This is an optimization exercise on Yosys and OpenROAD, whose aim is small area and a short achievable clock period, not a production implementation. RTL that was checked went through simulation tests only; none was proved equivalent to the original. No activity file was given, so power comes from the tool's default toggle rates. No driver is modelled on the clock port, so clocking that relies on it looks cheaper here than on a real chip.

==> flow/design.v <==
module mux2i_gate (
    input  logic s,
    input  logic a0,
    input  logic a1,
    output logic y
);
    assign y = ~(s ? a1 : a0);
endmodule
module predecoder (
    input  logic       test,
    input  logic [5:0] k,          
    input  logic [5:0] address,
    input  logic       en,
    output logic [15:0] lo_n,      
    output logic [7:0] hi_n        
);
    logic [5:0] a, a_n;
    for (genvar i = 0; i < 6; i++) begin : g_a
        mux2i_gate m (.s(test), .a0(address[i]), .a1(k[i]), .y(a_n[i]));
        inv_gate   n (.a(a_n[i]), .y(a[i]));
    end
    for (genvar i = 0; i < 8; i++) begin : g_l
        for (genvar c = 0; c < 2; c++) begin : g_c
            nand3_gate l (
                .a(i[0] ? a[0] : a_n[0]),
                .b(i[1] ? a[1] : a_n[1]),
                .c(i[2] ? a[2] : a_n[2]),
                .y(lo_n[8*c+i])
            );
        end
        nand4_gate h (
            .a(en),
            .b(i[0] ? a[3] : a_n[3]),
            .c(i[1] ? a[4] : a_n[4]),
            .d(i[2] ? a[5] : a_n[5]),
            .y(hi_n[i])
        );
    end
endmodule
module rdwr (
    input  logic test,
    input  logic k6,
    input  logic csin,
    input  logic rwbarin,
    output logic rd,
    output logic wr,
    output logic wr_n,     
    output logic idle_n    
);
    assign rd   = test ? k6 : (csin & rwbarin);
    assign wr_n   = test ? k6 : ~(csin & ~rwbarin);
    assign wr   = test ? ~k6 : (csin & ~rwbarin);
    assign idle_n = test | csin;
endmodule
module pattern (
    input  logic [2:0] k,
    output logic [7:0] pat
);
    always_comb begin
        case (k)
            3'd0: pat = 8'hAA;
            3'd1: pat = 8'h55;
            3'd2: pat = 8'hF0;
            3'd3: pat = 8'h0F;
            3'd4: pat = 8'h00;
            3'd5: pat = 8'hFF;
            3'd6: pat = 8'hCC;
            default: pat = 8'h33;
        endcase
    end
endmodule
module dinmux (
    input  logic       test,
    input  logic [7:0] pat,
    input  logic [7:0] datain,
    output logic [7:0] din_n
);
    for (genvar b = 0; b < 8; b++) begin : g_b
        mux2i_gate m (.s(test), .a0(datain[b]), .a1(pat[b]), .y(din_n[b]));
    end
endmodule
module decoder (
    input  logic        test,
    input  logic [6:0]  k,         
    input  logic        csin,
    input  logic        rwbarin,
    input  logic [5:0]  address,
    output logic        wr_n,      
    output logic        idle_n,    
    output logic [63:0] rsel_n,    
    output logic [63:0] we         
);
    logic       rd, wr;
    logic [15:0] lor_n, low_n, lor;
    logic [7:0]  hir_n, hiw_n, hir;
    rdwr rw (.test(test), .k6(k[6]), .csin(csin), .rwbarin(rwbarin),
             .rd(rd), .wr(wr), .wr_n(wr_n), .idle_n(idle_n));
    predecoder pr (.test(test), .k(k[5:0]), .address(address), .en(rd),
                   .lo_n(lor_n), .hi_n(hir_n));
    predecoder pw (.test(test), .k(k[5:0]), .address(address), .en(wr),
                   .lo_n(low_n), .hi_n(hiw_n));
    for (genvar i = 0; i < 16; i++) begin : g_l
        inv_gate u_l (.a(lor_n[i]), .y(lor[i]));
    end
    for (genvar i = 0; i < 8; i++) begin : g_h
        inv_gate u_h (.a(hir_n[i]), .y(hir[i]));
    end
    for (genvar w = 0; w < 64; w++) begin : g_w
        nand2_gate u_r (.a(hir[w / 8]), .b(lor[(w / 32) * 8 + w % 8]), .y(rsel_n[w]));
        nor2_gate u_w (.a(hiw_n[w / 8]), .b(low_n[(w / 32) * 8 + w % 8]), .y(we[w]));
    end
endmodule
module nand4_gate (
    input  logic a, b, c, d,
    output logic y
);
    assign y = ~(a & b & c & d);
endmodule
module nand3_gate (
    input  logic a, b, c,
    output logic y
);
    assign y = ~(a & b & c);
endmodule
module nand2_gate (
    input  logic a, b,
    output logic y
);
    assign y = ~(a & b);
endmodule
module nor2_gate (
    input  logic a,
    input  logic b,
    output logic y
);
    assign y = ~(a | b);
endmodule
module oai22_gate (
    input  logic a1, a2, b1, b2,
    output logic y
);
    assign y = ~((a1 | a2) & (b1 | b2));
endmodule
module inv_gate (
    input  logic a,
    output logic y
);
    assign y = ~a;
endmodule
module multiplexer (
    input  logic [63:0] d_n,       
    input  logic [63:0] rsel_n,
    input  logic        din_n,     
    input  logic        wr_n,
    input  logic        q_n,       
    input  logic        idle_n,
    output logic        out
);
    logic [65:0] s_n, v_n;
    assign s_n = {idle_n, wr_n, rsel_n};
    assign v_n = {q_n, din_n, d_n};
    logic [32:0] t;      
    for (genvar i = 0; i < 33; i++) begin : g_t
        oai22_gate u (
            .a1(s_n[2*i]),   .a2(v_n[2*i]),
            .b1(s_n[2*i+1]), .b2(v_n[2*i+1]),
            .y(t[i])
        );
    end
    logic [16:0] x_n;    
    for (genvar i = 0; i < 16; i++) begin : g_x
        nor2_gate g (.a(t[2*i]), .b(t[2*i+1]), .y(x_n[i]));
    end
    inv_gate g_x16 (.a(t[32]), .y(x_n[16]));
    logic [4:0] u;       
    for (genvar i = 0; i < 3; i++) begin : g_u
        nand4_gate g (.a(x_n[4*i]), .b(x_n[4*i+1]), .c(x_n[4*i+2]), .d(x_n[4*i+3]), .y(u[i]));
    end
    nand3_gate g_u3 (.a(x_n[12]), .b(x_n[13]), .c(x_n[14]), .y(u[3]));
    nand2_gate g_u4 (.a(x_n[15]), .b(x_n[16]), .y(u[4]));
    logic [2:0] y_n;     
    nor2_gate g_y0 (.a(u[0]), .b(u[1]), .y(y_n[0]));
    nor2_gate g_y1 (.a(u[2]), .b(u[3]), .y(y_n[1]));
    inv_gate  g_y2 (.a(u[4]), .y(y_n[2]));
    nand3_gate g_out (.a(y_n[0]), .b(y_n[1]), .c(y_n[2]), .y(out));
endmodule
module dout_gate (
    input  logic t,
    input  logic n,
    input  logic csin,
    input  logic rwbarin,
    output logic y
);
    assign y = t | (n & csin & rwbarin);
endmodule
module bist #(
    parameter size   = 6,
    parameter length = 8
) (
    input  logic             clk,
    input  logic             rst,
    input  logic             start,
    input  logic             csin,
    input  logic             rwbarin,
    input  logic             opr,
    input  logic [size-1:0]  address,
    input  logic [length-1:0] datain,
    output logic [length-1:0] dataout,
    output logic              fail
);
    logic       test;
    logic [9:0] k;
    always_ff @(posedge clk) begin
        if (rst)
            test <= 1'b0;
        else if (!test)
            test <= start;
        else if (&k)
            test <= 1'b0;
        k <= test ? k + 10'd1 : 10'd0;
    end
    logic [7:0] pat;
    pattern pgen (.k(k[9:7]), .pat(pat));
    logic        wr_n, idle_n;
    logic [63:0] rsel_n, we;
    logic [7:0]  din_n;
    decoder dec (
        .test    (test),
        .k       (k[6:0]),
        .csin    (csin),
        .rwbarin (rwbarin),
        .address (address),
        .wr_n    (wr_n),
        .idle_n  (idle_n),
        .rsel_n  (rsel_n),
        .we      (we)
    );
    dinmux dmux (.test(test), .pat(pat), .datain(datain), .din_n(din_n));
    logic [7:0] mem_n [0:63];
    always_ff @(posedge clk)
        for (int w = 0; w < 64; w++)
            if (we[w])
                mem_n[w] <= din_n;
    logic [7:0] rdata, rdata_n, rdata_nx;
    assign rdata_n = ~rdata;
    for (genvar b = 0; b < 8; b++) begin : g_rd
        logic [63:0] col_n;
        for (genvar w = 0; w < 64; w++) begin : g_w
            assign col_n[w] = mem_n[w][b];
        end
        multiplexer mux (
            .d_n      (col_n),
            .rsel_n   (rsel_n),
            .din_n    (din_n[b]),
            .wr_n     (wr_n),
            .q_n      (rdata_n[b]),
            .idle_n   (idle_n),
            .out      (rdata_nx[b])
        );
    end
    always_ff @(posedge clk)
        rdata <= rdata_nx;
    logic [7:0] rdata_t, rdata_i;
    assign rdata_t = rdata & {8{test & k[6]}};
    assign rdata_i = rdata & {8{~test}};
    for (genvar b = 0; b < 8; b++) begin : g_out
        dout_gate u (.t(rdata_t[b]), .n(rdata_i[b]), .csin(csin), .rwbarin(rwbarin),
                     .y(dataout[b]));
    end
    always_ff @(posedge clk)
        fail <= test && k[6] && opr && (rdata != pat);
endmodule
export LEC_CHECK = 0
export CAP_MARGIN = 20
export CORE_MARGIN = 2
export CORE_UTILIZATION = 50
export PLACE_DENSITY = 0.65
export SETUP_SLACK_MARGIN = 3.0
export SLEW_MARGIN = 20
export SYNTH_HIERARCHICAL = 1
export TNS_END_PERCENT = 10
create_clock -name core_clock -period 5.5 [get_ports {clk}]
standard.sh (not shown) runs the stock make flow with config.mk's settings and CLKGATE_MAP_FILE= SYNTH_SCRIPT=/design/flow/synth_recipe.tcl, a recipe that flattens the netlist after the stock synthesis.
==> flow/flow/run.sh <==
#!/bin/bash
# The standard layout (standard.sh), with plain buffers on the ports instead of
# the delay cells buffer_ports picks by default, and no dummy clock loads in CTS.
set -euo pipefail
export BUFFER_PORTS_ARGS="-buffer_cell sky130_fd_sc_hd__buf_2"
export CTS_ARGS="-sink_clustering_enable -repair_clock_nets -sink_clustering_size 30 -sink_clustering_max_diameter 100 -dont_use_dummy_load"
bash standard.sh > standard.log 2>&1
Edit:
--- a/flow/design.v
+++ b/flow/design.v
@@ -10,25 +10,23 @@
     input  logic       test,
     input  logic [5:0] k,          
     input  logic [5:0] address,
     input  logic       en,
-    output logic [15:0] lo_n,      
+    output logic [7:0] lo_n,       
     output logic [7:0] hi_n        
 );
     logic [5:0] a, a_n;
     for (genvar i = 0; i < 6; i++) begin : g_a
         mux2i_gate m (.s(test), .a0(address[i]), .a1(k[i]), .y(a_n[i]));
         inv_gate   n (.a(a_n[i]), .y(a[i]));
     end
     for (genvar i = 0; i < 8; i++) begin : g_l
-        for (genvar c = 0; c < 2; c++) begin : g_c
-            nand3_gate l (
-                .a(i[0] ? a[0] : a_n[0]),
-                .b(i[1] ? a[1] : a_n[1]),
-                .c(i[2] ? a[2] : a_n[2]),
-                .y(lo_n[8*c+i])
-            );
-        end
+        nand3_gate l (
+            .a(i[0] ? a[0] : a_n[0]),
+            .b(i[1] ? a[1] : a_n[1]),
+            .c(i[2] ? a[2] : a_n[2]),
+            .y(lo_n[i])
+        );
         nand4_gate h (
             .a(en),
             .b(i[0] ? a[3] : a_n[3]),
             .c(i[1] ? a[4] : a_n[4]),
@@ -87,28 +85,29 @@
     input  logic [5:0]  address,
     output logic        wr_n,      
     output logic        idle_n,    
     output logic [63:0] rsel_n,    
-    output logic [63:0] we         
+    output logic [63:0] we,        
+    output logic [63:0] we_n       
 );
     logic       rd, wr;
-    logic [15:0] lor_n, low_n, lor;
-    logic [7:0]  hir_n, hiw_n, hir;
+    logic [7:0] lor_n, low_n, hir_n, hiw_n, lor, hir, low, hiw;
     rdwr rw (.test(test), .k6(k[6]), .csin(csin), .rwbarin(rwbarin),
              .rd(rd), .wr(wr), .wr_n(wr_n), .idle_n(idle_n));
     predecoder pr (.test(test), .k(k[5:0]), .address(address), .en(rd),
                    .lo_n(lor_n), .hi_n(hir_n));
     predecoder pw (.test(test), .k(k[5:0]), .address(address), .en(wr),
                    .lo_n(low_n), .hi_n(hiw_n));
-    for (genvar i = 0; i < 16; i++) begin : g_l
+    for (genvar i = 0; i < 8; i++) begin : g_i
         inv_gate u_l (.a(lor_n[i]), .y(lor[i]));
-    end
-    for (genvar i = 0; i < 8; i++) begin : g_h
         inv_gate u_h (.a(hir_n[i]), .y(hir[i]));
+        inv_gate v_l (.a(low_n[i]), .y(low[i]));
+        inv_gate v_h (.a(hiw_n[i]), .y(hiw[i]));
     end
     for (genvar w = 0; w < 64; w++) begin : g_w
-        nand2_gate u_r (.a(hir[w / 8]), .b(lor[(w / 32) * 8 + w % 8]), .y(rsel_n[w]));
-        nor2_gate u_w (.a(hiw_n[w / 8]), .b(low_n[(w / 32) * 8 + w % 8]), .y(we[w]));
+        nand2_gate u_r (.a(hir[w / 8]), .b(lor[w % 8]), .y(rsel_n[w]));
+        nor2_gate u_w (.a(hiw_n[w / 8]), .b(low_n[w % 8]), .y(we[w]));
+        nand2_gate v_w (.a(hiw[w / 8]), .b(low[w % 8]), .y(we_n[w]));
     end
 endmodule
 module nand4_gate (
     input  logic a, b, c, d,
@@ -133,8 +132,14 @@
     input  logic b,
     output logic y
 );
     assign y = ~(a | b);
+endmodule
+module ao22_gate (
+    input  logic a1, a2, b1, b2,
+    output logic y
+);
+    assign y = (a1 & a2) | (b1 & b2);
 endmodule
 module oai22_gate (
     input  logic a1, a2, b1, b2,
     output logic y
@@ -221,9 +226,9 @@
     end
     logic [7:0] pat;
     pattern pgen (.k(k[9:7]), .pat(pat));
     logic        wr_n, idle_n;
-    logic [63:0] rsel_n, we;
+    logic [63:0] rsel_n, we, we_n;
     logic [7:0]  din_n;
     decoder dec (
         .test    (test),
         .k       (k[6:0]),
@@ -232,16 +237,23 @@
         .address (address),
         .wr_n    (wr_n),
         .idle_n  (idle_n),
         .rsel_n  (rsel_n),
-        .we      (we)
+        .we      (we),
+        .we_n    (we_n)
     );
     dinmux dmux (.test(test), .pat(pat), .datain(datain), .din_n(din_n));
     logic [7:0] mem_n [0:63];
+    logic [7:0] mem_n_nx [0:63];
+    for (genvar w = 0; w < 64; w++) begin : g_m
+        for (genvar b = 0; b < 8; b++) begin : g_b
+            ao22_gate u (.a1(mem_n[w][b]), .a2(we_n[w]), .b1(din_n[b]), .b2(we[w]),
+                         .y(mem_n_nx[w][b]));
+        end
+    end
     always_ff @(posedge clk)
         for (int w = 0; w < 64; w++)
-            if (we[w])
-                mem_n[w] <= din_n;
+            mem_n[w] <= mem_n_nx[w];
     logic [7:0] rdata, rdata_n, rdata_nx;
     assign rdata_n = ~rdata;
     for (genvar b = 0; b < 8; b++) begin : g_rd
         logic [63:0] col_n;
The changed run completed with no timing, DRC or antenna violations.
Critical path depth falls by 10.
Fmax falls by about 0.64%.
Utilization falls by 0.75 points.
Cell count rises by about 30%.
Die area falls by 2.2%.
Worst setup slack degrades by 17 ps.
Clock skew rises by 24 ps.
Routed wire length rises by about 26%.
Total power rises by 19%.
No functional check of the RTL was part of the first run of this note.

## what the ideal ports hide
How much do the figures lean on ideal ports? The routed layouts below were timed once more, with nothing changed but the port constraints. Step 1 sets driving cells, clkbuf_16 on the clock port and buf_2 on the other inputs (assumed; they add their load-dependent delay and slew). Step 2, shift: input delay + t, output delay - t, t = (earliest + latest rising clock arrival at the registers) / 2. This alone moves slack from input paths to output paths. a / b / c = ideal / step 1 / step 2; a / b = the first two.
run | shift t [ns] | setup slack, ns | hold slack, ns | clock arrival spread, ns
the first run | 0.607 | 2.807 / 2.738 / 2.275 | 0.589 / 0.589 / 0.589 | 0.030 / 0.031
the second run | 0.617 | 2.790 / 2.755 / 2.283 | 0.496 / 0.496 / 0.496 | 0.053 / 0.053
After both steps every run listed still meets setup and hold. For the first run, which loses most, drivers alone change the setup slack by -0.069 ns; drivers and shift together by -0.532 ns.
